From an optimization exercise on the open Yosys and OpenROAD flow, aimed at small area; shortcuts taken in it are not production practice. The RTL was checked by simulation tests, not by an equivalence proof against the original design. Power is estimated from default activity; no workload was simulated.

## branch onyx
==> flow/design.v <==
`timescale 1ns / 1ps
module motor_driver_top(
        input [7:0] SW,
        input clk,
        input rst,
        input [15:0] adc_data,
        output [7:0] LED,
        output [3:0] AN,
        output [6:0] SEG,
        output [3:0] IN
    );
    assign LED = SW;
    reg [19:0] cnt;
    always @(posedge clk)
        if (rst) cnt <= 0;
        else cnt <= cnt + 1'b1;
    reg [9:0] m;
    wire dec = (m[9:5] == 5'b11111) & m[3] & m[0];    
    wire s2  = (m[9:5] == 5'b11111) & m[3] & m[1];    
    wire ovf = (&adc_data[15:6]) & (adc_data[5] | (adc_data[4] & |adc_data[3:0]));
    always @(posedge clk)
        if (rst | s2 | (dec & ovf)) m <= 0;
        else m <= m + 1'b1;
    reg busy;
    always @(posedge clk)
        if (rst) busy <= 0;
        else if (dec & ~ovf) busy <= 1;
        else if (m[7] & ~m[9]) busy <= 0;
    wire lo = (m[9:7] == 3'b000);
    wire [6:0] ml = m[6:0];
    wire pass = lo & ((ml <= 7'd15) | (ml >= 7'd31 && ml <= 7'd46) | (ml >= 7'd62 && ml <= 7'd77));
    wire mask = lo & ((ml == 7'd31) | (ml == 7'd62));
    wire st16 = lo & ((ml == 7'd16) | (ml == 7'd47) | (ml == 7'd78));
    wire st17 = lo & ((ml == 7'd17) | (ml == 7'd48) | (ml == 7'd79));
    wire st18 = lo & ((ml == 7'd18) | (ml == 7'd49) | (ml == 7'd80));
    wire st19 = lo & ((ml == 7'd19) | (ml == 7'd50) | (ml == 7'd81));
    wire dab = busy & (st16 | st17 | st18 | st19);
    reg [15:0] W;
    reg d1, d2, cy;
    wire in = pass & ~mask & W[0];
    wire s0 = in ^ d2 ^ cy;
    wire s1 = (in & d2) | (in & cy) | (d2 & cy);
    always @(posedge clk) begin
        W <= {pass ? s0 : (busy & W[0]), W[15:1]} | ({16{dec}} & {adc_data[14:0], adc_data[15]});
        d1 <= pass ? in : ((st16 | st17) & s0);
        d2 <= d1;
        cy <= s1;
    end
    wire dbit = st16 ? (d1 & d2 & cy) :
                st17 ? (d2 ^ cy) :
                st18 ? d2 : W[12];
    reg [3:0] YH, YT, YO;
    reg YS;
    function [2:0] mod5;
        input [3:0] n;
        begin
            mod5[2] = (n[2] & ~n[1] & ~n[0]) | (n[3] & n[0]);
            mod5[1] = (~n[2] & n[1]) | (n[2] & n[1] & n[0]) | (n[3] & ~n[0]);
            mod5[0] = (~n[3] & ~n[2] & n[0]) | (n[2] & n[1] & ~n[0]) | (n[3] & ~n[0]);
        end
    endfunction
    function ge5;
        input [3:0] n;
        ge5 = n[3] | (n[2] & (n[1] | n[0]));
    endfunction
    always @(posedge clk)
        if (rst | s2) begin
            YH <= 0; YT <= 0; YO <= 0; YS <= 0;
        end else if (dab) begin
            YS <= YS | ge5(YH);
            YH <= {mod5(YH), ge5(YT)};
            YT <= {mod5(YT), ge5(YO)};
            YO <= {mod5(YO), dbit};
        end
    reg [3:0] VH, VT, VO;
    reg VG;
    always @(posedge clk)
        if (rst) begin
            VH <= 0; VT <= 0; VO <= 0; VG <= 0;
        end else if (dec & ovf) begin
            VH <= 0; VT <= 4'd9; VO <= 4'd6; VG <= 1;     
        end else if (s2) begin
            VH <= YH; VT <= YT; VO <= YO; VG <= YS | (YH == 4'd9);
        end
    reg flag;
    always @(posedge clk)
        if (rst) flag <= 0;
        else flag <= VG;
    wire [1:0] sel = cnt[19:18];
    reg [3:0] dig;
    reg [6:0] seg;
    always @(*) begin
        case (sel)
            2'd0: dig = SW[7] ? 4'd10 : 4'd11;
            2'd1: dig = VH;
            2'd2: dig = VT;
            default: dig = VO;
        endcase
        case (dig)
            4'd0: seg = 7'b1000000;
            4'd1: seg = 7'b1111001;
            4'd2: seg = 7'b0100100;
            4'd3: seg = 7'b0110000;
            4'd4: seg = 7'b0011001;
            4'd5: seg = 7'b0010010;
            4'd6: seg = 7'b0000010;
            4'd7: seg = 7'b1111000;
            4'd8: seg = 7'b0000000;
            4'd9: seg = 7'b0011000;
            4'd10: seg = 7'b0101111;
            4'd11: seg = 7'b0001110;
            default: seg = 7'b1000000;
        endcase
    end
    assign SEG = seg;
    assign AN = ~(4'b1000 >> sel);
    wire [16:0] t = cnt[16:0];
    reg p;
    always @(*)
        case (SW[6:0])
            7'b0000001: p = t < 17'd39321;
            7'b0000010: p = t < 17'd52428;
            7'b0000100: p = t < 17'd65536;
            7'b0001000: p = t < 17'd78643;
            7'b0010000: p = t < 17'd91750;
            7'b0100000: p = t < 17'd104858;
            7'b1000000: p = t < 17'd117965;
            default: p = 1'b0;
        endcase
    reg inA, inB;
    always @(posedge clk)
        if (rst) begin
            inA <= 0; inB <= 0;
        end else begin
            inA <= p & SW[7] & ~flag;
            inB <= p & ~SW[7] & ~flag;
        end
    assign IN = {inA, inB, inB, inA};
endmodule
export LEC_CHECK = 0
export CAP_MARGIN = 20
export CORE_MARGIN = 2
export CORE_UTILIZATION = 40
export SLEW_MARGIN = 20
create_clock -name core_clock -period 100.0 [get_ports {clk}]
standard.sh (not shown) runs the stock make flow with config.mk's settings and CLKGATE_MAP_FILE= SYNTH_SCRIPT=/design/flow/synth_recipe.tcl, a recipe that flattens the netlist after the stock synthesis.
==> flow/flow/run.sh <==
#!/bin/bash
# standard ORFS layout with smaller port buffers / clock tree settings
bash standard.sh "BUFFER_PORTS_ARGS=-buffer_cell sky130_fd_sc_hd__buf_1" "CTS_ARGS=-sink_clustering_enable -repair_clock_nets -dont_use_dummy_load" finish > standard.log 2>&1
[inputs] branch fjord vs branch onyx
-- flow/design.v --
<<< branch onyx, line 23
        else m <= m + 1'b1;
    reg busy;
    always @(posedge clk)
        if (rst) busy <= 0;
        else if (dec & ~ovf) busy <= 1;
        else if (m[7] & ~m[9]) busy <= 0;
    wire lo = (m[9:7] == 3'b000);
    wire [6:0] ml = m[6:0];
>>> branch fjord, line 23
        else m <= m + 1'b1;
    reg busy;
    wire last = (m == 10'd81);
    always @(posedge clk)
        if (rst) busy <= 0;
        else if (s2) busy <= 1;
        else if (last) busy <= 0;
    wire lo = (m[9:7] == 3'b000);
    wire [6:0] ml = m[6:0];
<<< branch onyx, line 42
    wire s1 = (in & d2) | (in & cy) | (d2 & cy);
    always @(posedge clk) begin
        W <= {pass ? s0 : (busy & W[0]), W[15:1]} | ({16{dec}} & {adc_data[14:0], adc_data[15]});
        d1 <= pass ? in : ((st16 | st17) & s0);
        d2 <= d1;
>>> branch fjord, line 43
    wire s1 = (in & d2) | (in & cy) | (d2 & cy);
    always @(posedge clk) begin
        if (dec) W <= {adc_data[14:0], adc_data[15]};
        else W <= {pass ? s0 : W[0], W[15:1]};
        d1 <= pass ? in : ((st16 | st17) & s0);
        d2 <= d1;
Findings:
- Summary of branch fjord over branch onyx: setup slack of the worst register-to-register path saw little to no change, area of the mapped netlist saw a decrease, count of plain and timing-repair buffers in the layout saw an increase, highest clock frequency the design can meet saw little to no change, number of clock buffers in the layout saw little to no change.
- branch onyx → branch fjord: mean post-synth cell area has decreased, initial cell density of the core has decreased.
- Actual slew at the worst max-slew pin for branch fjord: 39 ps up relative to branch onyx
- Overall die area, branch fjord and branch onyx: smaller value in branch fjord
- Against branch onyx, internal power in branch fjord rose by a few percent.

static timing again, ports no longer ideal:
The flow's constraints put no driver on any port. The routed layouts listed below were extracted and timed again, unchanged, in two steps.
Step 1, drivers: a clkbuf_16 drives clk and a buf_2 each remaining input, both assumed.
Step 2, shift: input delay + t, output delay - t, t = (earliest + latest rising clock arrival at the registers) / 2. This alone moves slack from input paths to output paths.
Three values: ideal ports, drivers, drivers and shift; two values: the first two.
run	t, ns	setup slack, ns	worst register clock-pin slew, ns	worst slew at a driven data input, ns
branch onyx	0.384	58.500 / 58.477 / 58.477	0.08 / 0.08	0.03
branch fjord	0.370	58.511 / 58.489 / 58.489	0.08 / 0.08	0.03
After both steps setup and hold are still met in every run listed. For branch onyx, which loses most, drivers alone change the setup slack by -0.023 ns; drivers and shift together by -0.023 ns.
